This is an optimization exercise on Yosys and OpenROAD, whose aim is small area and a short achievable clock period, not a production implementation.
RTL that was checked went through simulation tests only; none was proved equivalent to the original.
Only the layout flow was run in runs 4 to 6; the RTL was not checked for function there.
Power and IR drop assume default switching activity.

==> flow/config.mk <==
export PLATFORM = sky130hd
export DESIGN_NAME = MAIN2
export DESIGN_NICKNAME = MAIN2
export VERILOG_FILES = /design/flow/design.v
export SDC_FILE = /design/flow/constraint.sdc
export NUM_CORES = 4
export LEC_CHECK = 0
export CAP_MARGIN = 20
export CORE_MARGIN = 2
export CORE_UTILIZATION = 50
export CTS_CLUSTER_DIAMETER = 80
export CTS_CLUSTER_SIZE = 25
export SETUP_SLACK_MARGIN = 5
export SLEW_MARGIN = 20
export SYNTH_HIERARCHICAL = 1
export SYNTH_MINIMUM_KEEP_SIZE = 0
==> flow/constraint.sdc <==
create_clock -name core_clock -period 14.0 [get_ports {CLK}]
set_input_delay 2.8000 -clock core_clock [delete_from_list [all_inputs] [get_ports {CLK}]]
set_output_delay 2.8000 -clock core_clock [all_outputs]
set_load 0.01 [all_outputs]
==> flow/design.v <==
`timescale 1ns / 1ps
module WbBit(ls, bk, ns, nv, y);
	input [3:0] ls;       
	input [3:0] bk;       
	input ns;             
	input nv;
	output y;
	wire t0, t1;
	AOI222 u0 (.a1(ls[0]), .a2(bk[0]), .b1(ls[1]), .b2(bk[1]), .c1(ls[2]), .c2(bk[2]), .y(t0));
	AOI22  u1 (.a1(ls[3]), .a2(bk[3]), .b1(ns), .b2(nv), .y(t1));
	assign y = ~(t0 & t1);
endmodule
`timescale 1ns / 1ps
module AOI222(a1, a2, b1, b2, c1, c2, y);
	input a1, a2, b1, b2, c1, c2;
	output y;
	assign y = ~((a1 & a2) | (b1 & b2) | (c1 & c2));
endmodule
module AOI22(a1, a2, b1, b2, y);
	input a1, a2, b1, b2;
	output y;
	assign y = ~((a1 & a2) | (b1 & b2));
endmodule
module RegRead(sel, bsel, d, bd, out);
	input [31:1] sel;
	input bsel;
	input [32*32-1:32] d;      
	input [31:0] bd;
	output [31:0] out;
	genvar i, g;
	generate
		for (i = 0; i < 32; i = i + 1) begin : g_bit
			wire [10:0] t;
			for (g = 0; g < 10; g = g + 1) begin : g_aoi
				AOI222 u (.a1(sel[3*g+1]), .a2(d[32*(3*g+1)+i]),
				          .b1(sel[3*g+2]), .b2(d[32*(3*g+2)+i]),
				          .c1(sel[3*g+3]), .c2(d[32*(3*g+3)+i]), .y(t[g]));
			end
			AOI22 u31 (.a1(sel[31]), .a2(d[32*31+i]), .b1(bsel), .b2(bd[i]), .y(t[10]));
			assign out[i] = ~&t;
		end
	endgenerate
endmodule
`timescale 1ns / 1ps
module BankRead(sel, d, out);
	input [15:0] sel;
	input [127:0] d;           
	output [7:0] out;
	genvar i, g;
	generate
		for (i = 0; i < 8; i = i + 1) begin : g_bit
			wire [5:0] t;
			for (g = 0; g < 5; g = g + 1) begin : g_aoi
				AOI222 u (.a1(sel[3*g]), .a2(d[8*(3*g)+i]),
				          .b1(sel[3*g+1]), .b2(d[8*(3*g+1)+i]),
				          .c1(sel[3*g+2]), .c2(d[8*(3*g+2)+i]), .y(t[g]));
			end
			assign t[5] = ~(sel[15] & d[8*15+i]);
			assign out[i] = ~&t;
		end
	endgenerate
endmodule
`timescale 1ns / 1ps
module MAIN2(rst, CLK, imem_addr, imem_data, wb_valid, wb_rd, wb_data, SALIDA);
	input rst;
	input CLK;
	output [11:0] imem_addr;
	input [31:0] imem_data;
	output reg wb_valid;
	output reg [4:0] wb_rd;
	output reg [31:0] wb_data;
	output reg [31:0] SALIDA;
	wire [31:0] ins = imem_data;
	wire [6:0] op  = ins[6:0];
	wire [4:0] rd  = ins[11:7];
	wire [2:0] f3  = ins[14:12];
	wire [4:0] rs1 = ins[19:15];
	wire [4:0] rs2 = ins[24:20];
	wire [6:0] f7  = ins[31:25];
	wire is_r    = (op == 7'b0110011);
	wire is_i    = (op == 7'b0010011);
	wire is_ld   = (op == 7'b0000011);
	wire is_st   = (op == 7'b0100011);
	wire is_br   = (op == 7'b1100011);
	wire is_jalr = (op == 7'b1100111);
	wire is_jal  = (op == 7'b1101111);
	wire is_lui  = (op == 7'b0110111);
	wire f7_0  = (f7 == 7'b0000000);
	wire f7_20 = (f7 == 7'b0100000);
	wire r_ok   = is_r & (f7_0 | f7_20);
	wire i_add  = is_i & (f3 == 3'b000);
	wire i_xor  = is_i & (f3 == 3'b100);
	wire i_and  = is_i & (f3 == 3'b111);
	wire i_sll  = is_i & (f3 == 3'b001);
	wire i_sr   = is_i & (f3 == 3'b101) & (f7_0 | f7_20);
	wire ld_bu  = is_ld & (f3 == 3'b100);
	wire ld_w   = is_ld & (f3 == 3'b010);
	wire st_w   = is_st & (f3 == 3'b010);
	wire st_b   = is_st & (f3 == 3'b000);
	wire wen = r_ok | i_add | i_xor | i_and | i_sll | i_sr | ld_bu | ld_w |
	           is_jal | is_jalr | is_lui;
	reg [32*32-1:32] rf;       
	genvar r;
	generate
		for (r = 1; r < 32; r = r + 1) begin : g_rf
			always @(posedge CLK)
				if (wb_valid && wb_rd == r) rf[32*r +: 32] <= wb_data;
		end
	endgenerate
	wire [31:1] pend, sel1, sel2;
	wire [3:0] lo1, lo2;
	wire [7:0] hi1, hi2;
	genvar q;
	generate
		for (q = 0; q < 4; q = q + 1) begin : g_lo
			assign lo1[q] = (rs1[1:0] == q);
			assign lo2[q] = (rs2[1:0] == q);
		end
		for (q = 0; q < 8; q = q + 1) begin : g_hi
			assign hi1[q] = (rs1[4:2] == q);
			assign hi2[q] = (rs2[4:2] == q);
		end
		for (r = 1; r < 32; r = r + 1) begin : g_sel
			assign pend[r] = wb_valid & (wb_rd == r);
			assign sel1[r] = lo1[r % 4] & hi1[r / 4] & ~pend[r];
			assign sel2[r] = lo2[r % 4] & hi2[r / 4] & ~pend[r];
		end
	endgenerate
	wire byp1 = wb_valid & (wb_rd == rs1) & (rs1 != 5'd0);
	wire byp2 = wb_valid & (wb_rd == rs2) & (rs2 != 5'd0);
	wire [31:0] a, b;
	RegRead rp1 (.sel(sel1), .bsel(byp1), .d(rf), .bd(wb_data), .out(a));
	RegRead rp2 (.sel(sel2), .bsel(byp2), .d(rf), .bd(wb_data), .out(b));
	wire [31:0] imm_i = {{20{ins[31]}}, ins[31:20]};
	wire [31:0] imm_s = {{20{ins[31]}}, ins[31:25], ins[11:7]};
	wire sub = is_r & f7_20;
	wire [31:0] opb = is_r ? (sub ? ~b : b) : imm_i;
	wire [31:0] sum = a + opb + {31'd0, sub};      
	wire [31:0] xo  = a ^ imm_i;
	wire [31:0] an  = a & imm_i;
	wire [4:0] sh = ins[24:20];
	wire [31:0] arev, srev;
	generate
		for (q = 0; q < 32; q = q + 1) begin : g_rev
			assign arev[q] = a[31-q];
			assign srev[q] = shr[31-q];
		end
	endgenerate
	wire left = ~f3[2];
	wire [31:0] shin = left ? arev : a;
	wire [31:0] shr = $signed({~left & f7[5] & a[31], shin}) >>> sh;
	wire [31:0] shv = left ? srev : shr;
	reg [511:0] mem;           
	wire [5:0] m = is_st ? {ins[25], ins[11:7]} : ins[25:20];
	wire [2:0] s2 = a[1:0] + m[1:0];
	wire [1:0] o = s2[1:0];
	wire [5:2] x = a[5:2] ^ m[5:2];
	wire [5:2] g = a[5:2] & m[5:2];
	wire [5:2] p = a[5:2] | m[5:2];
	wire [15:0] e;
	genvar j, k;
	generate
		for (k = 0; k < 16; k = k + 1) begin : g_row
			localparam [3:0] K = k;
			assign e[k] = ((x[2] ^ K[0]) == s2[2]) &
			              ((x[3] ^ K[1]) == (K[0] ? g[2] : p[2])) &
			              ((x[4] ^ K[2]) == (K[1] ? g[3] : p[3])) &
			              ((x[5] ^ K[3]) == (K[2] ? g[4] : p[4]));
		end
	endgenerate
	wire [63:0] msel;          
	wire [31:0] bo;            
	wire [31:0] wr;
	wire [63:0] b2 = {b, b};
	assign wr = b2[(6'd32 - {o, 3'b000}) +: 32];    
	wire gpio_hit;
	generate
		for (j = 0; j < 4; j = j + 1) begin : g_bank
			wire nxt = (o > j);
			assign msel[16*j +: 16] = nxt ? {e[14:0], e[15]} : e;
			wire bwe = ~rst & ~gpio_hit & (st_w | (st_b & (o == j)));
			for (k = 0; k < 16; k = k + 1) begin : g_wr
				always @(posedge CLK)
					if (bwe && msel[16*j+k]) mem[8*(4*k+j) +: 8] <= wr[8*j +: 8];
			end
			wire [127:0] bank;
			for (k = 0; k < 16; k = k + 1) begin : g_bk
				assign bank[8*k +: 8] = mem[8*(4*k+j) +: 8];
			end
			BankRead br (.sel(msel[16*j +: 16]), .d(bank), .out(bo[8*j +: 8]));
		end
	endgenerate
	wire [15:0] lsel;          
	genvar i, t;
	generate
		for (i = 0; i < 4; i = i + 1) begin : g_lane
			for (t = 0; t < 4; t = t + 1) begin : g_ls
				assign lsel[4*i+t] = is_ld & (o == ((t - i) & 3)) & ((i == 0) | ~ld_bu);
			end
		end
	endgenerate
	localparam [31:0] GPIO_ADDR = 32'h0000ABCD;
	wire [31:0] need_c = a ^ imm_s ^ GPIO_ADDR;
	wire [31:0] gen_c  = {(GPIO_ADDR[30:0] & a[30:0] & imm_s[30:0]) |
	                      (~GPIO_ADDR[30:0] & (a[30:0] | imm_s[30:0])), 1'b0};
	assign gpio_hit = (need_c == gen_c);
	always @(posedge CLK) begin
		if (rst) SALIDA <= 32'd0;
		else if ((st_w | st_b) & gpio_hit) SALIDA <= b;
	end
	reg [11:0] pc;
	assign imem_addr = pc;
	wire [11:0] pc4 = pc + 12'd4;
	wire taken = is_jal | (is_br & (a != b));
	wire [9:0] joff = is_jal ? {ins[20], ins[30:22]} : {ins[7], ins[30:25], ins[11:9]};
	wire [11:0] target = pc + {joff, 2'b00};
	wire [11:0] npc = is_jalr ? {sum[11:2], 2'b00} : taken ? target : pc4;
	always @(posedge CLK) begin
		if (rst) pc <= 12'd0;
		else pc <= npc;
	end
	reg [31:0] other;          
	always @* begin
		other = sum;
		if (is_lui) other = {ins[31:12], 12'd0};
		else if (is_jal | is_jalr) other = {20'd0, pc4};
		else if (i_xor) other = xo;
		else if (i_and) other = an;
		else if (i_sll | i_sr) other = shv;
	end
	wire [31:0] wdata;
	generate
		for (i = 0; i < 32; i = i + 1) begin : g_wb
			WbBit u (.ls(lsel[4*(i / 8) +: 4]),
			         .bk({bo[24 + i % 8], bo[16 + i % 8], bo[8 + i % 8], bo[i % 8]}),
			         .ns(~is_ld), .nv(other[i]), .y(wdata[i]));
		end
	endgenerate
	always @(posedge CLK) begin
		if (rst) wb_valid <= 1'b0;
		else wb_valid <= wen & (rd != 5'd0);
		wb_rd <= rd;
		wb_data <= wdata;
	end
endmodule
==> flow/run.sh <==
#!/bin/bash
# synth_recipe.tcl (not shown) runs the flow's synth.tcl, then flattens the netlist and writes it again
# the make line also repeats each setting of config.mk as NAME=value (left out here)
make -C /OpenROAD-flow-scripts/flow DESIGN_CONFIG=/design/flow/config.mk WORK_HOME=/design/flow/orfs CLKGATE_MAP_FILE= SYNTH_SCRIPT=/design/flow/synth_recipe.tcl finish
==> results of run 1 <==
## where the power goes
| part | switching (mW) | leakage, nW | internal, mW |
|---|---|---|---|
| Sequential | 0.0633 | 14.4 | 5.82 |
| Combinational | 2.35 | 9.43 | 0.802 |
| Clock | 1.60 | 1.29 | 1.23 |
## per-module statistics from Yosys (local to each module, per instance)
module    times used  flops+latches  cell area [µm²]  cells inside
AOI22             96              0            12.51             1
RegRead            2              0            760.7           128
WbBit             32              0            3.754             1
BankRead           4              0            135.1            25
AOI222           832              0            10.01             1
MAIN2              1           1584            58800          3360
## worst register-to-register path: stages (launching register included)
cell      delay, ps
dfxtp_1         740
nor2b_1         260
nand3_1         370
nor2_4          190
buf_4           660
nor3_2          130
buf_4           400
a222oi_1        540
nand4_1         480
or3_4           610
buf_4           230
ha_1            310
xnor2_1         230
nor2_1          100
nand2_1         230
inv_1           260
nand2_1         140
o21ai_2         230
a222oi_1        580
nand4_1         440
a222oi_1        620
nand2_1         110
## per-layer routing
metal / vias to the layer above / track usage / wire, µm
met3: 875 / 0.1057 / 42130
met4: 10 / 0.2225 / 20500
li1: 21390 / - / -
met5: - / 0 / 69
met1: 27100 / 0.5151 / 101200
met2: 4885 / 0.5628 / 123700
## cell families (layout without fill, tap and decap cells)
group / after synthesis / after routing / synth area share
flip-flops: 1584 / 1584 / 0.6632
AO/OA/AOI/OAI: 1378 / 1378 / 0.1766
AND/OR/NAND/NOR: 1071 / 1071 / 0.07598
buffers and inverters: 207 / 528 / 0.01208
multiplexers: 162 / 162 / 0.03175
XOR/XNOR: 161 / 161 / 0.02000
adder cells (fa/ha/maj): 112 / 112 / 0.02030
other: 1 / 7 / 0.00005318
## sequential cells by signal, summed over array words and instances, names as in the netlist
register and flops:
wb_rd 5, wb_data 32, rf 992, SALIDA 32, mem 512, wb_valid 1
pc 10
## area by class of cell
| type | instances | area [µm²] | area share |
|---|---|---|---|
| antenna | 5 | 12.51 | 0.0001580 |
| clock buffer | 101 | 2240 | 0.02828 |
| clock inverter | 34 | 432.9 | 0.005467 |
| inverter | 68 | 270.3 | 0.003413 |
| multi-input combinational | 2886 | 24350 | 0.3075 |
| sequential | 1584 | 46760 | 0.5906 |
| tap | 1876 | 2347 | 0.02964 |
| timing repair buffer | 325 | 2765 | 0.03492 |
## cell usage in the layout, fill, tap and decap left out, types with 48 or more instances in the layout
cell	netlist	final
a21oi_1	110	107
a222oi_1	839	839
a22oi_2	96	96
buf_4	5	203
clkbuf_16	0	87
clkdlybuf4s50_1	0	105
dfxtp_1	80	80
edfxtp_1	1504	1504
ha_1	108	104
inv_1	65	50
mux2i_1	92	82
nand2_1	232	208
nand3_1	99	94
nand4_1	184	184
nor2_1	229	194
nor3_2	1	58
o21ai_0	107	55
or3_1	67	50
xnor2_1	51	48
xor2_1	110	110
## worst paths after layout
check	from	end	slack [ps]	cells after the start
worst max register to register	wb_rd[2]	wb_data[20]	6040	21
worst min-delay path	SALIDA[8]	SALIDA[8]	500	2
worst min register to register	SALIDA[8]	SALIDA[8]	500	2
worst max-delay path	imem_data[15]	wb_data[20]	4970	19
## per-stage QoR
stage                     utilization  setup slack, ps
final                          0.5668             4970
after global placement         0.5437             3953
after floorplan                     -             4806
after global routing           0.5667             4967
after CTS                      0.5638             5001
after detailed placement       0.5443             3953
## timing repair
| action | 4_1_cts | 5_1_grt |
|---|---|---|
| setup buffers | 2 | 23 |
| setup endpoints to repair | 16 | 240 |
| hold buffers | 0 | 0 |
| pin swaps | 3 | 16 |
| gates resized for setup | 8 | 39 |
==> results.sh, run 1 <==
export IMPL_path_delay_family="simple AND/OR/NAND/NOR gates"
export IMPL_core_um2=139700
export IMPL_first_global_vias=49840
export IMPL_nFillCells=11010
export IMPL_p_total_mw=11.86
export IMPL_layout_drive_gt1_share=0.1619
export IMPL_via_per_inst=7.889
export IMPL_stdcell_count=6879
export IMPL_synthTopCellsByArea="edfxtp_1, a222oi_1, dfxtp_1"
export IMPL_worst_setup_path_start_kind="primary input"
export IMPL_grt_pass1_wl_mm=391.3
export IMPL_placed_cells=6714
export IMPL_synth_edf_count=1504
export IMPL_maxCapViolations=0
export IMPL_peakVddDrop_uv=109.4
export IMPL_path_class="primary input to flop"
export IMPL_arrival_ps=9640
export IMPL_synthFlopType="edfxtp_1"
export IMPL_hp_class="flop to flop"
export IMPL_synth_most_common_cell="edfxtp_1"
export IMPL_power_leakage_nw=25.09
export IMPL_die_x_um=379.5
export IMPL_synth_top_cell_by_area="edfxtp_1"
export IMPL_path_max_fanout=32
export IMPL_async_flop_share=0
export IMPL_gp_congestion=1.032
export IMPL_cts_reportedPaths_clkPinSlew_ps=90
export IMPL_clock_latency_ps=760
export IMPL_setup_viol=0
export IMPL_slowest_delay_ps=660
export IMPL_worstPathCellList="clkdlybuf4s50_1, nand2b_1, nor3_2, buf_4, a222oi_1, nand4_1, or3_4, buf_4, ha_1, xnor2_1, nor2_1, nand2_1, inv_1, nand2_1, o21ai_2, a222oi_1, nand4_1, a222oi_1, nand2_1"
export IMPL_grt_max_degree=48
export IMPL_fin_nets=5095
export IMPL_gr_total_overflow=0
export IMPL_initial_utilization=0.5047
export IMPL_worst_pin_slew_ps=1232
export IMPL_drt_pass1_iterations=14
export IMPL_hold_ws_ps=501.2
export IMPL_vias=54270
export IMPL_synth_distinct_cells=79
export IMPL_antenna_left=0
export IMPL_clock_path_buffers=3
export IMPL_ios=116
export IMPL_synth_cells_most_frequent="edfxtp_1, a222oi_1, nand2_1, nor2_1, nand4_1"
export IMPL_yosys_warnings=7
export IMPL_fmax_mhz=110.7
export IMPL_finalSetupTns_ps=0
export IMPL_end_kind="flop"
export IMPL_die_area_um2=144000
export IMPL_drt_first_iter_violations=14010
export IMPL_cts_buffers=84
export IMPL_fin_crit_ps=9030
export IMPL_finalInstanceArea_um2=79180
export IMPL_path_buf_inv=4
export IMPL_clock_sinks=1584
export IMPL_yosysSeqAreaShare=0.6632
export IMPL_max_slew_margin=0.1727
export IMPL_drc_errors=0
export IMPL_synth_top_area_frac=0.6405
export IMPL_synth_cells=4676
export IMPL_wl_per_cell_um=41.82
export IMPL_syn_area_um2=70510
export IMPL_place_area_um2=76040
export IMPL_powerDensity_nw_per_um2=149.8
export IMPL_num_rows=137
export IMPL_rsz0062_at_grt="yes"
export IMPL_hpwl_mm=183.5
export IMPL_critPathSlowestCell="clkdlybuf4s50_1"
export IMPL_port_buffers=113
export IMPL_wl_mm=287.7
export IMPL_final_max_slew_viol_count=0
export IMPL_fin_crit_sh=0.6450
export IMPL_clockRootBuffer="clkbuf_16"
export IMPL_synth_area_per_cell_um2=15.08
export IMPL_cts_tree="done"
export IMPL_antenna_found_initial=10
export IMPL_synth_seq_cells=1584
export IMPL_skew_ps=45.49
export IMPL_grt_total_usage=0.3841
export IMPL_status="no timing/DRC/antenna violations"
export IMPL_required_ps=14610
export IMPL_die_height_um=379.5
export IMPL_final_hold_viol_count=0
export IMPL_htreeDepth=3
export IMPL_area_growth_pct=12.30
==> run 2, diff against run 1 <==
==> flow/flow/run.sh (new file) <==
#!/bin/bash
set -euo pipefail
bash standard.sh MATCH_CELL_FOOTPRINT=0 SETUP_SLACK_MARGIN=6.5 finish > standard.log 2>&1
==> flow/standard.sh (new file) <==
#!/bin/bash
# synth_recipe.tcl (not shown) runs the flow's synth.tcl, then flattens the netlist and writes it again
# the make line also repeats each setting of config.mk as NAME=value (left out here)
make -C /OpenROAD-flow-scripts/flow DESIGN_CONFIG=/design/flow/config.mk WORK_HOME=/design/flow/orfs CLKGATE_MAP_FILE= SYNTH_SCRIPT=/design/flow/synth_recipe.tcl "${@:-finish}"
--- a/flow/config.mk
+++ b/flow/config.mk
@@ -8,5 +8,5 @@
 export CAP_MARGIN = 20
 export CORE_MARGIN = 2
-export CORE_UTILIZATION = 50
+export CORE_UTILIZATION = 55
 export CTS_CLUSTER_DIAMETER = 80
 export CTS_CLUSTER_SIZE = 25
removed: flow/run.sh
==> run 2 against run 1 <==
  * Still clean
  * Sequential share of layout area shrank 2.8 points
  * Clock power is essentially flat
  * Maximum frequency grew 14%
  * Synthesized area stayed put
  * Sequential cell count is the same
  * Cell area up 5.1%
  * Clock-buffer cell count grew 6
  * Combinational power rose by 9.2%
  * Largest cell class unchanged
  * Largest power group unchanged
==> results.sh, run 2 <==
export IMPL_status="no timing/DRC/antenna violations"
export IMPL_required_ps=14540
export IMPL_end_kind="flop"
export IMPL_worst_setup_path_start_kind="primary input"
export IMPL_nFillCells=9055
export IMPL_layout_drive_gt1_share=0.2294
export IMPL_synth_area_per_cell_um2=15.08
export IMPL_skew_ps=43.82
export IMPL_fin_crit_ps=7954
export IMPL_cts_reportedPaths_clkPinSlew_ps=100
export IMPL_synth_seq_cells=1584
export IMPL_drt_first_iter_violations=13710
export IMPL_grt_max_degree=45
export IMPL_final_hold_viol_count=0
export IMPL_area_growth_pct=17.99
export IMPL_drt_pass1_iterations=13
export IMPL_fmax_mhz=125.7
export IMPL_antenna_left=0
export IMPL_hp_class="flop to flop"
export IMPL_clockRootBuffer="clkbuf_16"
export IMPL_clock_sinks=1584
export IMPL_rr_startpoint="wb_rd[0]"
export IMPL_startpoint="imem_data[16]"
export IMPL_largest_reg_flops=992
export IMPL_powerDensity_nw_per_um2=146.2
export IMPL_syn_area_um2=70510
export IMPL_setup_viol=0
export IMPL_hpwl_mm=185.6
export IMPL_layout_common_cells="edfxtp_1, a222oi_1, buf_4"
export IMPL_clock_path_buffers=3
export IMPL_cts_buffers=83
export IMPL_ios=116
export IMPL_gp_congestion=1.043
export IMPL_top_regs="rf x992, mem x512"
export IMPL_max_slew_margin=0.1383
export IMPL_htreeDepth=3
export IMPL_via_per_inst=8.119
export IMPL_rsz0062_at_grt="yes"
export IMPL_gr_total_overflow=0
export IMPL_stdcell_count=6838
export IMPL_synth_top_cell_by_area="edfxtp_1"
export IMPL_power_leakage_nw=26.79
export IMPL_grt_use_met1=0.5686
export IMPL_synth_edf_count=1504
export IMPL_final_max_slew_viol_count=0
export IMPL_yosys_warnings=7
export IMPL_maxCapViolations=0
export IMPL_synthFlopType="edfxtp_1"
export IMPL_antenna_found_initial=15
export IMPL_arrival_ps=8490
export IMPL_port_buffers=113
export IMPL_vias=55520
export IMPL_fin_crit_sh=0.5682
export IMPL_die_area_um2=131100
export IMPL_use_met3=0.1181
export IMPL_finalSetupTns_ps=0
export IMPL_async_flop_share=0
export IMPL_synth_cells=4676
export IMPL_num_rows=131
export IMPL_core_um2=127400
export IMPL_path_max_fanout=9
export IMPL_grt_pass1_wl_mm=399.8
export IMPL_wl_per_cell_um=42.82
export IMPL_synthTopCellsByArea="edfxtp_1, a222oi_1, dfxtp_1"
export IMPL_top_register="rf"
export IMPL_synth_top_area_frac=0.6405
export IMPL_first_global_vias=51070
export IMPL_grt_busiest_layer="met2"
export IMPL_drc_errors=0
export IMPL_initial_utilization=0.5537
export IMPL_grt_total_usage=0.4345
export IMPL_finish_utilization=0.6532
export IMPL_peakVddDrop_uv=130.4
export IMPL_die_height_um=362.1
export IMPL_die_x_um=362.1
export IMPL_synth_distinct_cells=79
export IMPL_clock_latency_ps=740
export IMPL_holdCritStartpoint="SALIDA[25]"
export IMPL_gr_usage_met2=0.6600
export IMPL_cts_tree="done"
export IMPL_worst_pin_slew_ps=1293
export IMPL_synth_cells_most_frequent="edfxtp_1, a222oi_1, nand2_1, nor2_1, nand4_1"
export IMPL_path_class="primary input to flop"
export IMPL_fin_nets=5266
export IMPL_yosysSeqAreaShare=0.6632
export IMPL_synth_most_common_cell="edfxtp_1"
export IMPL_placed_cells=6491
export IMPL_wl_mm=292.8
export IMPL_final_common_cell="edfxtp_1"
[run 2: worst paths after layout]
| path | slack [ps] | end | cells past startpoint |
|---|---|---|---|
| setup / recovery | 6050 | wb_data[8] | 24 |
| hold / removal | 500 | SALIDA[25] | 2 |
| setup reg to reg | 6110 | wb_data[8] | 20 |
| hold reg to reg | 500 | SALIDA[25] | 2 |
[run 2: modules after synthesis (local to each module, per instance)]
| module | area, µm² | cells inside | flip-flops and latches | times used |
|---|---|---|---|---|
| MAIN2 | 58800 | 3360 | 1584 | 1 |
| BankRead | 135.1 | 25 | 0 | 4 |
| AOI22 | 12.51 | 1 | 0 | 96 |
| RegRead | 760.7 | 128 | 0 | 2 |
| WbBit | 3.754 | 1 | 0 | 32 |
| AOI222 | 10.01 | 1 | 0 | 832 |
[run 2: kinds of logic (layout without fill, tap and decap cells)]
family / Yosys count / after routing / synth area share
and+or+nand+nor: 1071 / 1071 / 0.07598
xor gates and xnor gates: 161 / 161 / 0.02000
adders and majority gates: 112 / 112 / 0.02030
other: 1 / 8 / 0.00005318
DFF: 1584 / 1584 / 0.6632
AOI/OAI and AO/OA: 1378 / 1378 / 0.1766
buffers and inverters: 207 / 700 / 0.01208
muxes: 162 / 162 / 0.03175
[run 2: power by group]
group / switching, mW / internal [mW]
Clock: 1.60 / 1.22
Sequential: 0.0752 / 5.82
Combinational: 2.41 / 1.04
[run 2: critical path: stages]
cell,delay (ps)
buf_12,130
or2_4,290
nor3_2,110
nor3_1,60
a21oi_1,150
nor4_1,60
and3_4,190
buf_12,160
a22oi_2,160
nand3_1,120
or3_4,460
ha_4,180
inv_2,50
fa_2,500
ha_4,210
nor2_4,230
buf_12,180
buf_4,130
o21ai_4,100
a222oi_1,490
and3_1,260
nand4_1,210
a222oi_1,1060
nand2_1,160
[run 2: layout make-up]
type                    count  area (µm²)  share of cell area
repair buffers            497        4877             0.05862
multi-input cells        2886       26490              0.3184
diodes                      6       15.01           0.0001805
flip-flops and latches   1584       46770              0.5622
well taps                1662        2079             0.02500
inverters                  68       341.6            0.004106
clock inverters            28       394.1            0.004737
clock buffers             107        2231             0.02682
[run 2: metal layers]
| layer | wire [µm] | vias to the layer above |
|---|---|---|
| li1 | - | 21750 |
| met1 | 100300 | 27610 |
| met2 | 129200 | 5106 |
| met3 | 42140 | 1035 |
| met4 | 20990 | 18 |
| met5 | 167 | - |
[run 2: timing repair]
action                      CTS  global route
resized for setup           263            96
setup endpoints to repair  1098           160
hold endpoints to repair      0             0
hold buffers                  0             0
pin swaps                    90           106
setup buffers               138            50
cloned                       10             6
[run 2: per-stage QoR]
stage                     setup slack [ps]  total power [mW]  area [µm²]  hold slack [ps]
after floorplan                       4866             7.716       73270            535.8
after global placement                3729             8.995       77360            480.5
after detailed placement              3759             9.016       77360            483.4
after CTS                             6485             11.92       82230            507.1
after global routing                  6155             12.39       83180            542.8
final                                 6046             12.16       83190            504.3
==> run 3, diff against run 2 <==
==> flow/flow/run.sh (replaced) <==
#!/bin/bash
set -euo pipefail
bash standard.sh MATCH_CELL_FOOTPRINT=0 SETUP_SLACK_MARGIN=7 finish > standard.log 2>&1
--- a/flow/config.mk
+++ b/flow/config.mk
@@ -8,7 +8,7 @@
 export CAP_MARGIN = 20
 export CORE_MARGIN = 2
-export CORE_UTILIZATION = 55
-export CTS_CLUSTER_DIAMETER = 80
-export CTS_CLUSTER_SIZE = 25
+export CORE_UTILIZATION = 30
+export CTS_CLUSTER_DIAMETER = 100
+export CTS_CLUSTER_SIZE = 30
 export SETUP_SLACK_MARGIN = 5
 export SLEW_MARGIN = 20
==> run 3 against run 2 <==
  * Combinational power rose by 12%
  * Worst hold slack better by 12 ps
  * Sequential power is 0.7% higher
  * Cell count grew 24%
  * Still clean on timing, DRC and antenna
  * Synthesized area stayed put
  * Worst setup slack gained 340 ps
  * Critical endpoint is now wb_data[5]
==> results.sh, run 3 <==
export IMPL_status="no timing/DRC/antenna violations"
export IMPL_clock_sinks=1584
export IMPL_setup_viol=0
export IMPL_clockRootBuffer="clkbuf_16"
export IMPL_rsz0062_at_grt="yes"
export IMPL_antenna_found_initial=14
export IMPL_synth_cells=4676
export IMPL_synthFlopType="edfxtp_1"
export IMPL_antenna_left=0
export IMPL_path_max_fanout=6
export IMPL_final_hold_viol_count=0
export IMPL_die_area_um2=238900
export IMPL_synth_cells_most_frequent="edfxtp_1, a222oi_1, nand2_1, nor2_1, nand4_1"
export IMPL_skew_ps=94.96
export IMPL_required_ps=14590
export IMPL_cts_buffers=69
export IMPL_maxCapViolations=0
export IMPL_arrival_ps=8200
export IMPL_power_leakage_nw=27.73
export IMPL_initial_utilization=0.3024
export IMPL_peakVddDrop_uv=100.3
export IMPL_powerDensity_nw_per_um2=141.3
export IMPL_via_per_inst=6.572
export IMPL_layout_drive_gt1_share=0.2705
export IMPL_yosys_warnings=7
export IMPL_wl_mm=302.1
export IMPL_yosysSeqAreaShare=0.6632
export IMPL_path_class="primary input to flop"
export IMPL_seqCellArea_um2=46770
export IMPL_ios=116
export IMPL_gr_usage_met2=0.3501
export IMPL_grt_use_met1=0.3086
export IMPL_use_met3=0.07205
export IMPL_fin_crit_sh=0.5435
export IMPL_end_kind="flop"
export IMPL_multi_input_area_um2=27210
export IMPL_reg2reg_slack_ps=6460
export IMPL_swShare=0.3488
export IMPL_synth_top_cell_by_area="edfxtp_1"
export IMPL_synthTopCellsByArea="edfxtp_1, a222oi_1, dfxtp_1"
export IMPL_core_um2=233200
export IMPL_seqPwrFrac=0.480
export IMPL_final_max_slew_viol_count=0
export IMPL_num_rows=177
export IMPL_cts_reportedPaths_clkPinSlew_ps=110
export IMPL_synth_edf_count=1504
export IMPL_area_growth_pct=23.90
export IMPL_final_common_cell="edfxtp_1"
export IMPL_port_buffers=113
export IMPL_hp_class="flop to flop"
export IMPL_die_height_um=488.8
export IMPL_hold_ws_ps=516.5
export IMPL_synth_top_area_frac=0.6405
export IMPL_worst_pin_slew_ps=1163
export IMPL_die_x_um=488.8
export IMPL_hpwl_mm=185.9
export IMPL_synth_seq_cells=1584
export IMPL_grt_busiest_layer="met2"
export IMPL_p_switching_mw=4.305
export IMPL_pwr_share_clk=0.206
export IMPL_gp_congestion=0.9961
export IMPL_power_frac_comb=0.313
export IMPL_top_register="rf"
export IMPL_max_slew_margin=0.2189
export IMPL_grt_total_usage=0.2384
export IMPL_synth_area_per_cell_um2=15.08
export IMPL_clock_path_buffers=3
export IMPL_wl_per_cell_um=35.78
export IMPL_vias=55500
export IMPL_grt_pass1_wl_mm=405.7
export IMPL_worst_setup_path_start_kind="primary input"
export IMPL_synth_distinct_cells=79
export IMPL_drt_first_iter_violations=12830
export IMPL_fin_crit_ps=7609
export IMPL_top_regs="rf x992, mem x512"
export IMPL_grt_max_degree=55
export IMPL_first_global_vias=51460
export IMPL_clock_latency_ps=810
export IMPL_htreeDepth=3
export IMPL_async_flop_share=0
export IMPL_fin_nets=5418
export IMPL_layout_common_cells="edfxtp_1, a222oi_1, buf_4"
export IMPL_drt_pass1_iterations=13
export IMPL_gr_total_overflow=0
export IMPL_cts_tree="done"
export IMPL_finalSetupTns_ps=0
export IMPL_largest_reg_flops=992
export IMPL_p_int_mw=8.038
export IMPL_syn_area_um2=70510
export IMPL_drc_errors=0
export IMPL_cts_hold_buf=0
export IMPL_nFillCells=21600
export IMPL_fmax_mhz=131.4
export IMPL_synth_most_common_cell="edfxtp_1"
==> run 3: worst max-delay path, cell delays in order <==
cell,delay (ps)
buf_12,110
or2_4,280
nor3_4,180
nor3_2,80
a21oi_2,160
nor4_2,50
and3_4,230
buf_12,150
a22oi_2,110
nand4_1,360
or3_4,610
inv_4,90
ha_4,280
xor2_4,250
nor2_4,80
nand2_4,120
clkinv_8,70
nand2_4,70
o21ai_4,80
a222oi_1,600
and3_4,340
nand4_1,230
a222oi_1,570
nand2_1,240
==> run 3: per-module statistics from Yosys (local to each module, per instance) <==
module	cells inside	times used	flip-flops and latches	cell area, µm²
WbBit	1	32	0	3.754
RegRead	128	2	0	760.7
AOI22	1	96	0	12.51
AOI222	1	832	0	10.01
MAIN2	3360	1	1584	58800
BankRead	25	4	0	135.1
==> run 3: routing by layer <==
metal,vias up,wire [µm],share of wire
met4,10,22280,0.074
met1,28110,109000,0.36
li1,22030,-,-
met3,826,42330,0.14
met5,-,69,0.00023
met2,4514,128500,0.43
==> run 3: cell families (layout without fill, tap and decap cells) <==
kind of cell    after synthesis  in the layout  share of synthesized area
xor+xnor                    161            161                    0.02000
compound gates             1378           1383                     0.1766
other cells                   1             10                 0.00005318
fa+ha+maj                   112            112                    0.02030
simple gates               1071           1073                    0.07598
mux                         162            162                    0.03175
flops                      1584           1584                     0.6632
buf+inv                     207            828                    0.01208
==> run 3: through the flow <==
step	instances	worst slack, ps	cell area [µm²]	power, mW	utilization
3_3_place_gp	7952	3697	79120	9.133	0.3393
2_1_floorplan	4677	4866	73270	7.716	-
6_report	8445	6391	87360	12.34	0.3746
3_5_place_dp	7952	3739	79120	9.168	0.3393
4_1_cts	8310	6757	85300	12.03	0.3658
5_1_grt	8439	6371	87350	12.57	0.3746
==> run 3: timing repair <==
item / CTS / global route
buffers inserted: 222 / 114
setup endpoints to repair: 1098 / 838
resized for setup: 408 / 175
hold endpoints to repair: 0 / 0
pin swaps: 259 / 181
gates cloned: 32 / 13
==> run 3: path summary, 6_finish.rpt <==
kind	from	endpoint	depth (start not counted)
worst min-delay path	SALIDA[18]	SALIDA[18]	2
worst max-delay path	imem_data[16]	wb_data[5]	24
worst min register to register	SALIDA[18]	SALIDA[18]	2
worst max register to register	wb_rd[1]	wb_data[5]	21
==> run 3: power by group through the flow <==
stage,Sequential (mW),Clock (mW),Combinational (mW)
final,5.93,2.55,3.87
after global routing,5.92,2.70,3.94
after CTS,5.91,2.56,3.56
after detailed placement,6.02,0,3.15
after global placement,6.02,0,3.11
after floorplan,6.17,0,1.55
==> run 3: cell type report <==
cell class              count  share of cell area
multi-input cells        2893              0.3115
repair inverters            1          0.00005729
inverters                  68            0.003967
diodes                      8           0.0002291
clock buffers              85             0.02105
flip-flops and latches   1584              0.5354
well taps                3132             0.04486
clock inverters            19            0.003495
repair buffers            655             0.07947
==> run 4, diff against run 3 <==
--- a/flow/design.v
+++ b/flow/design.v
@@ -1,14 +1,2 @@
-`timescale 1ns / 1ps
-module WbBit(ls, bk, ns, nv, y);
-	input [3:0] ls;       
-	input [3:0] bk;       
-	input ns;             
-	input nv;
-	output y;
-	wire t0, t1;
-	AOI222 u0 (.a1(ls[0]), .a2(bk[0]), .b1(ls[1]), .b2(bk[1]), .c1(ls[2]), .c2(bk[2]), .y(t0));
-	AOI22  u1 (.a1(ls[3]), .a2(bk[3]), .b1(ns), .b2(nv), .y(t1));
-	assign y = ~(t0 & t1);
-endmodule
 `timescale 1ns / 1ps
 module AOI222(a1, a2, b1, b2, c1, c2, y);
@@ -191,13 +179,7 @@
 		end
 	endgenerate
-	wire [15:0] lsel;          
-	genvar i, t;
-	generate
-		for (i = 0; i < 4; i = i + 1) begin : g_lane
-			for (t = 0; t < 4; t = t + 1) begin : g_ls
-				assign lsel[4*i+t] = is_ld & (o == ((t - i) & 3)) & ((i == 0) | ~ld_bu);
-			end
-		end
-	endgenerate
+	wire [63:0] bk2 = {bo, bo};
+	wire [31:0] mword = bk2[{o, 3'b000} +: 32];
+	wire [31:0] ldv = ld_bu ? {24'd0, mword[7:0]} : mword;
 	localparam [31:0] GPIO_ADDR = 32'h0000ABCD;
 	wire [31:0] need_c = a ^ imm_s ^ GPIO_ADDR;
@@ -220,21 +202,14 @@
 		else pc <= npc;
 	end
-	reg [31:0] other;          
+	reg [31:0] wdata;
 	always @* begin
-		other = sum;
-		if (is_lui) other = {ins[31:12], 12'd0};
-		else if (is_jal | is_jalr) other = {20'd0, pc4};
-		else if (i_xor) other = xo;
-		else if (i_and) other = an;
-		else if (i_sll | i_sr) other = shv;
-	end
-	wire [31:0] wdata;
-	generate
-		for (i = 0; i < 32; i = i + 1) begin : g_wb
-			WbBit u (.ls(lsel[4*(i / 8) +: 4]),
-			         .bk({bo[24 + i % 8], bo[16 + i % 8], bo[8 + i % 8], bo[i % 8]}),
-			         .ns(~is_ld), .nv(other[i]), .y(wdata[i]));
-		end
-	endgenerate
+		wdata = sum;
+		if (is_lui) wdata = {ins[31:12], 12'd0};
+		else if (is_jal | is_jalr) wdata = {20'd0, pc4};
+		else if (is_ld) wdata = ldv;
+		else if (i_xor) wdata = xo;
+		else if (i_and) wdata = an;
+		else if (i_sll | i_sr) wdata = shv;
+	end
 	always @(posedge CLK) begin
 		if (rst) wb_valid <= 1'b0;
==> flow/run.sh (new file) <==
#!/bin/bash
# synth_recipe.tcl (not shown) runs the flow's synth.tcl, then flattens the netlist and writes it again
# the make line also repeats each setting of config.mk as NAME=value (left out here)
make -C /OpenROAD-flow-scripts/flow DESIGN_CONFIG=/design/flow/config.mk WORK_HOME=/design/flow/orfs CLKGATE_MAP_FILE= SYNTH_SCRIPT=/design/flow/synth_recipe.tcl finish
removed: flow/flow/run.sh
removed: flow/standard.sh
==> run 4 against run 3 <==
  * Core utilization shrank 2.9 points
  * Non-clock buffer count shrank 314
  * Still clean on timing, DRC and antenna
  * Die area grew 0.81%
  * Wire length shrank 3.8%
  * Critical endpoint is now wb_data[10]
  * Register-to-register slack lost 1100 ps
  * Global-route usage shrank 0.91 points
  * First-iteration DRC count grew 0.91%
  * Highest routed layer unchanged
  * Clock skew shrank 3.5 ps
  * Worst hold slack lost 9.3 ps
  * Worst setup slack lost 1500 ps
  * Cell area shrank 7.0%
  * Via count shrank 3.3%
==> results.sh, run 4 <==
export IMPL_status="no timing/DRC/antenna violations"
export IMPL_reg2regPathDepth=24
export IMPL_final_common_cell="edfxtp_1"
export IMPL_reg2reg_slack_ps=5330
export IMPL_rsz0062_at_grt="yes"
export IMPL_finalSetupTns_ps=0
export IMPL_hpwl_mm=187.4
export IMPL_num_rows=178
export IMPL_gr_total_overflow=0
export IMPL_drt_first_iter_violations=12950
export IMPL_nFillCells=22550
export IMPL_fin_crit_sh=0.6481
export IMPL_hold_path_depth=2
export IMPL_top_register="rf"
export IMPL_ios=116
export IMPL_first_global_vias=49770
export IMPL_synth_cells_most_frequent="edfxtp_1, a222oi_1, nand2_1, nor2_1, nand4_1"
export IMPL_clock_latency_ps=780
export IMPL_grt_total_usage=0.2293
export IMPL_top_regs="rf x992, mem x512"
export IMPL_yosys_warnings=7
export IMPL_synth_most_common_cell="edfxtp_1"
export IMPL_final_max_slew_viol_count=0
export IMPL_skew_ps=91.49
export IMPL_clockRootBuffer="clkbuf_16"
export IMPL_path_max_fanout=32
export IMPL_wl_mm=290.6
export IMPL_largest_reg_flops=992
export IMPL_syn_area_um2=71080
export IMPL_initial_utilization=0.3020
export IMPL_grt_max_degree=60
export IMPL_core_um2=235400
export IMPL_synth_edf_count=1504
export IMPL_multi_input_area_um2=25180
export IMPL_powerDensity_nw_per_um2=146.5
export IMPL_setup_viol=0
export IMPL_grt_pass1_wl_mm=397.0
export IMPL_path_class="primary input to flop"
export IMPL_hp_class="flop to flop"
export IMPL_cts_reportedPaths_clkPinSlew_ps=110
export IMPL_gp_congestion=0.9731
export IMPL_synth_distinct_cells=83
export IMPL_peakVddDrop_uv=100.7
export IMPL_wl_per_cell_um=35.52
export IMPL_reg2reg_to="wb_data[10]"
export IMPL_layout_common_cells="edfxtp_1, a222oi_1, buf_4"
export IMPL_rr_startpoint="wb_valid"
export IMPL_clock_path_buffers=3
export IMPL_cts_buffers=69
export IMPL_hold_ws_ps=507.1
export IMPL_drt_pass1_iterations=14
export IMPL_synthTopCellsByArea="edfxtp_1, a222oi_1, dfxtp_1"
export IMPL_via_per_inst=6.561
export IMPL_die_x_um=490.8
export IMPL_synthFlopType="edfxtp_1"
export IMPL_drc_errors=0
export IMPL_hold_end="SALIDA[1]"
export IMPL_finish_utilization=0.3453
export IMPL_antenna_found_initial=23
export IMPL_max_slew_margin=0.1803
export IMPL_async_flop_share=0
export IMPL_area_growth_pct=14.36
export IMPL_htreeDepth=3
export IMPL_synth_top_cell_by_area="edfxtp_1"
export IMPL_end_kind="flop"
export IMPL_arrival_ps=9710
export IMPL_final_hold_viol_count=0
export IMPL_vias=53690
export IMPL_fin_crit_ps=9074
export IMPL_yosysSeqAreaShare=0.6579
export IMPL_port_buffers=113
export IMPL_cts_tree="done"
export IMPL_holdCritStartpoint="SALIDA[1]"
export IMPL_antenna_left=0
export IMPL_fin_ws_ps=4926
export IMPL_die_area_um2=240900
export IMPL_worstPathCellList="clkdlybuf4s18_2, or2_4, nor3_2, buf_4, a222oi_1, nand4_1, or3_4, inv_1, ha_1, xor2_1, nor2_2, nand2_2, inv_2, nand2_1, o21ai_2, a222oi_1, nand4_1, mux4_2, a221o_1, a221o_1, a211oi_2, nor4_1"
export IMPL_fmax_mhz=110.2
export IMPL_cts_hold_buf=0
export IMPL_synth_cells=4746
export IMPL_worst_setup_path_start_kind="primary input"
export IMPL_clock_sinks=1584
export IMPL_maxCapViolations=0
export IMPL_critPathSlowestCell="or3_4"
export IMPL_slowest_delay_ps=640
export IMPL_die_height_um=490.8
export IMPL_required_ps=14640
export IMPL_seqCellArea_um2=46770
export IMPL_synth_seq_cells=1584
export IMPL_worst_pin_slew_ps=1229
export IMPL_fin_nets=5139
export IMPL_power_leakage_nw=25.09
export IMPL_layout_drive_gt1_share=0.1678
export IMPL_synth_area_per_cell_um2=14.98
export IMPL_synth_top_area_frac=0.6353
export IMPL_dp_slack_ps=2965
## run 4: cell count changes after synthesis, sizes merged, moves of 14 or more
cell / delta
mux4: +16
a222oi: -38
mux2i: +33
o21ai: +16
a22oi: -25
nor2: -14
## run 4: modules after synthesis, one instance, submodules excluded
module / flops+latches / cell area [µm²] / times used / cells
RegRead: 0 / 760.7 / 2 / 128
MAIN2: 1584 / 60210 / 1 / 3526
AOI22: 0 / 12.51 / 64 / 1
BankRead: 0 / 135.1 / 4 / 25
AOI222: 0 / 10.01 / 800 / 1
## run 4: worst max-delay path by stage
stage / startpoint / to / slack [ps] / cells after the start
after floorplan: imem_data[17] / wb_data[10] / 4050 / 23
after global placement: imem_data[18] / wb_data[30] / 3020 / 24
after detailed placement: imem_data[18] / wb_data[0] / 2960 / 24
after CTS: imem_data[18] / wb_data[30] / 5000 / 27
after global routing: imem_data[19] / wb_data[30] / 4960 / 26
final: imem_data[16] / wb_data[10] / 4930 / 22
## run 4: critical path, delay by kind of cell
| kind | cells | cell delay (ps) |
|---|---|---|
| AOI/OAI and AO/OA | 6 | 2030 |
| xor gates and xnor gates | 1 | 280 |
| adders and majority gates | 1 | 270 |
| buffers and inverters | 4 | 1080 |
| muxes | 1 | 640 |
| and+or+nand+nor | 9 | 2550 |
## run 4: where the power goes
group | internal, mW | leakage [nW] | switching [mW]
logic | 0.972 | 9.96 | 2.50
registers | 5.80 | 14.1 | 0.0759
clock network | 1.00 | 1.03 | 1.55
total | 7.78 | 25.1 | 4.13
## run 4: final cells by class
class / instances / area share
sequential: 1584 / 0.5754
multi-input combinational: 2927 / 0.3098
tap: 3150 / 0.04848
timing repair buffer: 341 / 0.03589
clock buffer: 78 / 0.02192
clock inverter: 22 / 0.004587
inverter: 71 / 0.003632
antenna: 10 / 0.0003078
## run 4: timing repair
action / in CTS / in global routing
setup buffers: 4 / 29
endpoints found under the setup margin: 352 / 28
gates resized for setup: 32 / 46
hold endpoints to repair: 0 / 0
pin swaps: 5 / 14
## run 4: cells by family after synthesis
group                    after synthesis  share of synthesized area
buffers and inverters                236                    0.01408
AND/OR/NAND/NOR                     1062                    0.07549
other                                  1                 0.00005275
multiplexers                         220                    0.04268
AO/OA/AOI/OAI                       1379                     0.1710
XOR/XNOR                             153                    0.01885
flip-flops                          1584                     0.6579
adder cells (fa/ha/maj)              111                    0.01996
## run 4: metal layers
metal | routed length [µm] | vias to the layer above | GRT usage
met2 | 125400 | 4352 | 0.3404
met5 | 72 | - | 0
met1 | 107600 | 27250 | 0.3044
li1 | - | 21500 | -
met3 | 39990 | 579 | 0.06367
met4 | 17610 | 10 | 0.1202
## run 4: through the flow
| step | cell area [µm²] | cells | power (mW) |
|---|---|---|---|
| final | 81290 | 8183 | 11.91 |
| after detailed placement | 78560 | 8040 | 9.268 |
| after floorplan | 72590 | 4747 | 7.697 |
| after CTS | 80860 | 8144 | 11.77 |
| after global placement | 78540 | 8038 | 9.227 |
| after global routing | 81280 | 8179 | 12.18 |
==> run 5, diff against run 4 <==
--- a/flow/design.v
+++ b/flow/design.v
@@ -97,20 +97,9 @@
 	endgenerate
 	wire [31:1] pend, sel1, sel2;
-	wire [3:0] lo1, lo2;
-	wire [7:0] hi1, hi2;
-	genvar q;
-	generate
-		for (q = 0; q < 4; q = q + 1) begin : g_lo
-			assign lo1[q] = (rs1[1:0] == q);
-			assign lo2[q] = (rs2[1:0] == q);
-		end
-		for (q = 0; q < 8; q = q + 1) begin : g_hi
-			assign hi1[q] = (rs1[4:2] == q);
-			assign hi2[q] = (rs2[4:2] == q);
-		end
+	generate
 		for (r = 1; r < 32; r = r + 1) begin : g_sel
 			assign pend[r] = wb_valid & (wb_rd == r);
-			assign sel1[r] = lo1[r % 4] & hi1[r / 4] & ~pend[r];
-			assign sel2[r] = lo2[r % 4] & hi2[r / 4] & ~pend[r];
+			assign sel1[r] = (rs1 == r) & ~pend[r];
+			assign sel2[r] = (rs2 == r) & ~pend[r];
 		end
 	endgenerate
@@ -129,4 +118,5 @@
 	wire [4:0] sh = ins[24:20];
 	wire [31:0] arev, srev;
+	genvar q;
 	generate
 		for (q = 0; q < 32; q = q + 1) begin : g_rev
--- a/flow/config.mk
+++ b/flow/config.mk
@@ -11,5 +11,5 @@
 export CTS_CLUSTER_DIAMETER = 100
 export CTS_CLUSTER_SIZE = 30
-export SETUP_SLACK_MARGIN = 5
+export SETUP_SLACK_MARGIN = 4
 export SLEW_MARGIN = 20
 export SYNTH_HIERARCHICAL = 1
==> run 5 against run 4 <==
  * Cell count shrank 0.31%
  * Clock skew shrank 21 ps
  * Clock-buffer cell count grew 9
==> results.sh, run 5 <==
export IMPL_arrival_ps=10580
export IMPL_finish_utilization=0.3446
export IMPL_skew_ps=70.32
export IMPL_final_max_slew_viol_count=0
export IMPL_ios=116
export IMPL_first_global_vias=49780
export IMPL_area_growth_pct=14.05
export IMPL_grt_pass1_wl_mm=400.8
export IMPL_layout_drive_gt1_share=0.1284
export IMPL_clockRootBuffer="clkbuf_16"
export IMPL_initial_utilization=0.3022
export IMPL_clock_latency_ps=790
export IMPL_cts_buffers=81
export IMPL_status="no timing/DRC/antenna violations"
export IMPL_wl_met1_mm=112.0
export IMPL_yosysSeqAreaShare=0.6649
export IMPL_maxCapViolations=0
export IMPL_core_um2=232800
export IMPL_fin_nets=5116
export IMPL_path_max_fanout=35
export IMPL_antenna_left=0
export IMPL_die_area_um2=238300
export IMPL_fin_crit_ps=9899
export IMPL_fin_crit_sh=0.7071
export IMPL_gr_total_overflow=0
export IMPL_top_regs="rf x992, mem x512"
export IMPL_synth_distinct_cells=82
export IMPL_wl_mm=296.3
export IMPL_wl_met2_mm=124.6
export IMPL_die_x_um=488.2
export IMPL_wl_per_cell_um=36.32
export IMPL_final_hold_viol_count=0
export IMPL_cts_tree="done"
export IMPL_clock_sinks=1584
export IMPL_htreeDepth=3
export IMPL_clock_path_buffers=3
export IMPL_cts_hold_buf=0
export IMPL_path_class="primary input to flop"
export IMPL_synth_edf_count=1504
export IMPL_hpwl_mm=186.1
export IMPL_num_rows=177
export IMPL_vias=53530
export IMPL_end_kind="flop"
export IMPL_async_flop_share=0
export IMPL_synth_cells_most_frequent="edfxtp_1, a222oi_1, nand2_1, nor2_1, nand4_1"
export IMPL_largest_reg_flops=992
export IMPL_antenna_found_initial=21
export IMPL_startpoint="imem_data[17]"
export IMPL_grt_max_degree=74
export IMPL_gp_congestion=0.9724
export IMPL_hp_class="flop to flop"
export IMPL_via_per_inst=6.562
export IMPL_peakVddDrop_uv=97.59
export IMPL_top_register="rf"
export IMPL_grt_total_usage=0.2380
export IMPL_rsz0062_at_grt="no"
export IMPL_synth_seq_cells=1584
export IMPL_synth_cells=4684
export IMPL_worst_pin_slew_ps=1199
export IMPL_required_ps=14680
export IMPL_dr_max_layer_used="met5"
export IMPL_drt_pass1_iterations=12
export IMPL_die_height_um=488.2
export IMPL_drt_first_iter_violations=13170
export IMPL_yosys_warnings=7
export IMPL_syn_area_um2=70330
export IMPL_rr_startpoint="wb_valid"
export IMPL_cts_reportedPaths_clkPinSlew_ps=110
export IMPL_synth_top_cell_by_area="edfxtp_1"
export IMPL_port_buffers=113
export IMPL_fmax_mhz=101.0
export IMPL_synth_area_per_cell_um2=15.02
export IMPL_setup_viol=0
export IMPL_drc_errors=0
export IMPL_synth_top_area_frac=0.6421
export IMPL_power_leakage_nw=25.16
export IMPL_synthFlopType="edfxtp_1"
export IMPL_met3_length_mm=39.66
export IMPL_synth_most_common_cell="edfxtp_1"
export IMPL_max_slew_margin=0.1925
export IMPL_finalSetupTns_ps=0
export IMPL_synthTopCellsByArea="edfxtp_1, a222oi_1, dfxtp_1"
export IMPL_holdCritStartpoint="SALIDA[21]"
export IMPL_powerDensity_nw_per_um2=150.9
export IMPL_layout_common_cells="edfxtp_1, a222oi_1, nand2_1"
export IMPL_final_common_cell="edfxtp_1"
export IMPL_worst_setup_path_start_kind="primary input"
==> run 5: area by class of cell <==
| type | count | area (µm²) |
|---|---|---|
| Fill cell | 22260 | 152500 |
| Sequential cell | 1584 | 46760 |
| Multi-Input combinational cell | 2890 | 23490 |
| Tap cell | 3132 | 3919 |
| Timing Repair Buffer | 344 | 2870 |
| Clock buffer | 87 | 2113 |
| Clock inverter | 42 | 774.5 |
| Inverter | 70 | 267.8 |
| Antenna cell | 9 | 22.52 |
==> run 5: where the power goes <==
group | total, mW | leakage, nW | switching [mW] | internal (mW)
clock network | 2.97 | 1.37 | 1.73 | 1.23
registers | 5.88 | 14.2 | 0.0671 | 5.81
logic | 3.26 | 9.62 | 2.38 | 0.880
total | 12.1 | 25.2 | 4.18 | 7.92
==> run 5: what timing repair did <==
| item | 4_1_cts | 5_1_grt |
|---|---|---|
| resized for setup | 0 | 13 |
| buffers inserted | 0 | 1 |
| setup endpoints to repair | 0 | 26 |
==> run 5: per-layer routing <==
layer  GRT usage  up-vias
met3     0.06587      770
li1            -    21270
met5    0.004287        -
met1      0.3174    27070
met4      0.1402       14
met2      0.3440     4406
==> run 5: path summary, 6_finish.rpt <==
path	to	slack, ps	depth (start not counted)
max	wb_data[18]	4100	20
min	SALIDA[21]	500	2
min reg2reg	SALIDA[21]	500	2
max reg2reg	wb_data[30]	5300	28
==> run 5: logic make-up (layout without fill, tap and decap cells) <==
family,Yosys count,in the layout,share of synthesized area
AO/OA/AOI/OAI,1365,1365,0.1695
other,1,11,0.00005332
flip-flops,1584,1584,0.6649
multiplexers,190,190,0.03759
adder cells (fa/ha/maj),111,111,0.02017
buffers and inverters,211,543,0.01231
XOR/XNOR,159,159,0.01980
AND/OR/NAND/NOR,1063,1063,0.07566
==> run 5: Yosys stat by module, one instance, submodules excluded <==
module	times used	cells inside	flip-flops and latches	area, µm²
MAIN2	1	3464	1584	59460
RegRead	2	128	0	760.7
BankRead	4	25	0	135.1
AOI22	64	1	0	12.51
AOI222	800	1	0	10.01
==> run 5: metrics by stage <==
step | worst slack (ps) | power, mW | hold slack [ps] | instances | instance area (µm²)
CTS | 4008 | 12.02 | 505.3 | 8148 | 80120
detailed placement | 3219 | 9.125 | 484.0 | 8019 | 77230
finish | 4101 | 12.10 | 502.5 | 8158 | 80220
floorplan | 3620 | 7.506 | 535.9 | 4685 | 70630
global placement | 3081 | 9.090 | 478.1 | 8017 | 77210
global route | 4002 | 12.37 | 534.0 | 8153 | 80210
==> run 5: worst max-delay path, cell delays in order <==
cell	delay [ps]
clkdlybuf4s50_1	970
nand3b_1	440
nor3_2	200
buf_4	590
a222oi_1	210
nand3_1	350
or3_4	390
inv_1	150
fa_2	910
ha_1	230
buf_4	340
o21ai_1	380
a222oi_1	590
and3_1	270
nand4_1	220
mux2_2	360
o21ai_0	450
a21oi_1	320
a21oi_1	210
nor3_1	70
==> run 6, diff against run 5 <==
--- a/flow/design.v
+++ b/flow/design.v
@@ -117,16 +117,6 @@
 	wire [31:0] an  = a & imm_i;
 	wire [4:0] sh = ins[24:20];
-	wire [31:0] arev, srev;
-	genvar q;
-	generate
-		for (q = 0; q < 32; q = q + 1) begin : g_rev
-			assign arev[q] = a[31-q];
-			assign srev[q] = shr[31-q];
-		end
-	endgenerate
-	wire left = ~f3[2];
-	wire [31:0] shin = left ? arev : a;
-	wire [31:0] shr = $signed({~left & f7[5] & a[31], shin}) >>> sh;
-	wire [31:0] shv = left ? srev : shr;
+	wire [31:0] sll = a << sh;
+	wire [31:0] srl = $signed({f7[5] & a[31], a}) >>> sh;
 	reg [511:0] mem;           
 	wire [5:0] m = is_st ? {ins[25], ins[11:7]} : ins[25:20];
@@ -200,5 +190,6 @@
 		else if (i_xor) wdata = xo;
 		else if (i_and) wdata = an;
-		else if (i_sll | i_sr) wdata = shv;
+		else if (i_sll) wdata = sll;
+		else if (i_sr) wdata = srl;
 	end
 	always @(posedge CLK) begin
--- a/flow/config.mk
+++ b/flow/config.mk
@@ -9,7 +9,4 @@
 export CORE_MARGIN = 2
 export CORE_UTILIZATION = 30
-export CTS_CLUSTER_DIAMETER = 100
-export CTS_CLUSTER_SIZE = 30
-export SETUP_SLACK_MARGIN = 4
 export SLEW_MARGIN = 20
 export SYNTH_HIERARCHICAL = 1
==> run 6 against run 5 <==
  * Global-route usage decreased by 0.60 points
  * Sequential share of layout area shrank 2.8 points
  * First-iteration DRC count grew 0.28%
  * Power rose by 13%
  * Synthesized area grew 2.4%
==> results.sh, run 6 <==
export IMPL_die_x_um=493.9
export IMPL_peakVddDrop_uv=115.6
export IMPL_fin_crit_sh=0.7615
export IMPL_core_um2=238300
export IMPL_final_hold_viol_count=0
export IMPL_cts_buffers=169
export IMPL_worst_setup_path_start_kind="primary input"
export IMPL_setup_viol=0
export IMPL_synthTopCellsByArea="edfxtp_1, a222oi_1, dfxtp_1"
export IMPL_layout_drive_gt1_share=0.1440
export IMPL_swShare=0.3286
export IMPL_path_buf_inv=5
export IMPL_htreeDepth=4
export IMPL_grt_pass1_wl_mm=405.5
export IMPL_synth_seq_cells=1584
export IMPL_antenna_found_initial=27
export IMPL_top_register="rf"
export IMPL_gp_congestion=1.041
export IMPL_hold_path_depth=2
export IMPL_grt_total_usage=0.2320
export IMPL_synth_cells=4982
export IMPL_cts_hold_buf=0
export IMPL_synth_top_cell_by_area="edfxtp_1"
export IMPL_port_buffers=113
export IMPL_required_ps=14650
export IMPL_fmax_mhz=93.80
export IMPL_drt_first_iter_violations=13200
export IMPL_cts_setup_buffers=0
export IMPL_async_flop_share=0
export IMPL_placed_cells=8315
export IMPL_wl_per_cell_um=34.24
export IMPL_final_max_slew_viol_count=0
export IMPL_initial_utilization=0.3021
export IMPL_ios=116
export IMPL_skew_ps=84.65
export IMPL_hpwl_mm=193.1
export IMPL_ctsResizeCount=0
export IMPL_final_common_cell="edfxtp_1"
export IMPL_synth_edf_count=1504
export IMPL_num_rows=179
export IMPL_yosysSeqAreaShare=0.6495
export IMPL_largest_reg_flops=992
export IMPL_top_regs="rf x992, mem x512"
export IMPL_end_kind="flop"
export IMPL_fin_crit_ps=10660
export IMPL_critPathSlowestCell="clkdlybuf4s50_1"
export IMPL_drc_errors=0
export IMPL_cts_tree="done"
export IMPL_synth_area_per_cell_um2=14.45
export IMPL_layout_common_cells="edfxtp_1, a222oi_1, nand2_1"
export IMPL_die_area_um2=243900
export IMPL_p_switching_mw=4.511
export IMPL_synthFlopType="edfxtp_1"
export IMPL_slowest_delay_ps=1200
export IMPL_first_global_vias=51830
export IMPL_maxCapViolations=0
export IMPL_max_slew_margin=0.1296
export IMPL_hp_class="flop to flop"
export IMPL_reg2regPathDepth=26
export IMPL_synth_most_common_cell="edfxtp_1"
export IMPL_area_growth_pct=16.95
export IMPL_cts_reportedPaths_clkPinSlew_ps=50
export IMPL_synth_top_area_frac=0.6273
export IMPL_clock_sinks=1584
export IMPL_path_class="primary input to flop"
export IMPL_vias=55390
export IMPL_crit_cells=25
export IMPL_clockRootBuffer="clkbuf_16"
export IMPL_stdcell_count=8635
export IMPL_synth_distinct_cells=82
export IMPL_clock_path_buffers=3
export IMPL_fin_nets=5467
export IMPL_drt_pass1_iterations=11
export IMPL_arrival_ps=11310
export IMPL_die_height_um=493.9
export IMPL_syn_area_um2=72000
export IMPL_grt_max_degree=68
export IMPL_yosys_warnings=7
export IMPL_power_frac_comb=0.244
export IMPL_gr_total_overflow=0
export IMPL_status="no timing/DRC/antenna violations"
export IMPL_powerDensity_nw_per_um2=163.0
export IMPL_worst_pin_slew_ps=1297
export IMPL_clock_latency_ps=870
export IMPL_antenna_left=0
export IMPL_p_int_mw=9.218
export IMPL_path_delay_family="simple AND/OR/NAND/NOR gates"
export IMPL_via_per_inst=6.414
export IMPL_rsz0062_at_grt="no"
export IMPL_finalSetupTns_ps=0
export IMPL_reg2reg_slack_ps=4510
export IMPL_path_max_fanout=32
export IMPL_power_leakage_nw=27.13
export IMPL_nFillCells=22830
export IMPL_wl_mm=295.7
export IMPL_seqPwrFrac=0.432
export IMPL_synth_cells_most_frequent="edfxtp_1, a222oi_1, nor2_1, nand2_1, nand4_1"
export IMPL_pwr_share_clk=0.325
## run 6: changes by cell type in the layout (fill, tap and decap cells not counted), moves of 19 or more
cell / previous run / this run
clkbuf_1: 3 / 44
o21ai_0: 107 / 130
buf_4: 228 / 249
mux2_2: 31 / 50
o22ai_1: 32 / 9
clkbuf_16: 84 / 170
nand2_1: 233 / 275
clkinv_2: 2 / 21
nor2_1: 181 / 247
clkinv_1: 3 / 39
mux2i_1: 104 / 138
## run 6: metal layers
metal / up-vias / global-route usage / wire [µm] / part of all wire
li1: 22480 / - / - / -
met1: 27730 / 0.3082 / 110300 / 0.37
met2: 4412 / 0.3435 / 128000 / 0.43
met3: 749 / 0.05938 / 38310 / 0.13
met4: 16 / 0.1315 / 19030 / 0.064
met5: - / 0 / 112 / 0.00038
## run 6: layout make-up
| type | instances | area, µm² | area share |
|---|---|---|---|
| Antenna cell | 9 | 22.52 | 0.0002675 |
| Clock buffer | 215 | 4433 | 0.05264 |
| Clock inverter | 94 | 1030 | 0.01223 |
| Inverter | 68 | 255.2 | 0.003031 |
| Multi-Input combinational cell | 3134 | 24760 | 0.2940 |
| Sequential cell | 1584 | 46760 | 0.5554 |
| Tap cell | 3167 | 3963 | 0.04706 |
| Timing Repair Buffer | 364 | 2983 | 0.03542 |
## run 6: modules after synthesis (local to each module, per instance)
module,flops+latches,copies in the design,area [µm²]
MAIN2,1584,1,61130
AOI22,0,64,12.51
BankRead,0,4,135.1
AOI222,0,800,10.01
RegRead,0,2,760.7
## run 6: power by group through the flow
stage               clock network [mW]  logic [mW]  registers [mW]
global placement                     0        3.19            6.02
finish                            4.46        3.35            5.93
CTS                               4.50        3.26            5.92
detailed placement                   0        3.25            6.01
global route                      4.68        3.46            5.92
floorplan                            0        1.36            6.20
## run 6: worst paths after layout
kind / from / to
min: SALIDA[4] / SALIDA[4]
max reg2reg: wb_rd[4] / wb_data[6]
max: imem_data[17] / wb_data[6]
min reg2reg: SALIDA[4] / SALIDA[4]
## run 6: cell families (layout without fill, tap and decap cells)
logic type	count (synthesis)	after routing	synth area share
DFF	1584	1584	0.6495
AOI/OAI and AO/OA	1433	1433	0.1723
and+or+nand+nor	1195	1195	0.08230
buffers and inverters	265	741	0.01635
muxes	230	230	0.03993
xor gates and xnor gates	162	162	0.01971
adders and majority gates	112	112	0.01988
other	1	11	0.00005208
## run 6: per-stage QoR
stage	hold WS (ps)	instance area [µm²]	setup slack (ps)	power, mW	util
6_report	494.2	84210	3339	13.73	0.3534
5_1_grt	518.9	84190	3272	14.07	0.3533
4_1_cts	497.9	84140	3500	13.67	0.3531
3_5_place_dp	484.8	78680	2650	9.261	0.3302
3_3_place_gp	480.8	78640	2251	9.208	0.3300
2_1_floorplan	535.8	72000	3066	7.561	-
## run 6: worst min-delay path: cells and delay by family, from the launching register on
kind	cells	cell delay [ps]
DFF	1	320
and+or+nand+nor	1	70
muxes	1	70

[port drivers added, routing unchanged]
No port has a modelled driver above. Below, the same layouts with a new extraction and two added sets of constraints. Step 1, drivers: a clkbuf_16 drives CLK and a buf_2 each remaining input, both assumed. Step 2, shift: input delay + t, output delay - t, t = (earliest + latest rising clock arrival at the registers) / 2. This alone moves slack from input paths to output paths. Three values: ideal ports, drivers, drivers and shift; two values: the first two.
| run | shift t [ns] | slack for setup (ns) | worst setup path at the end |
|---|---|---|---|
| run 1 | 0.811 | 4.970 / 4.950 / 4.139 | input to register |
| run 2 | 0.798 | 6.046 / 6.057 / 5.259 | input to register |
| run 3 | 0.856 | 6.391 / 6.384 / 5.528 | input to register |
| run 4 | 0.815 | 4.926 / 4.927 / 4.112 | input to register |
| run 5 | 0.857 | 4.101 / 4.085 / 3.228 | input to register |
| run 6 | 0.914 | 3.339 / 3.407 / 2.493 | input to register |
After both steps every run listed still meets setup and hold. The setup slack of run 5, which loses most, moves by -0.016 ns with the drivers and by -0.873 ns with both steps.
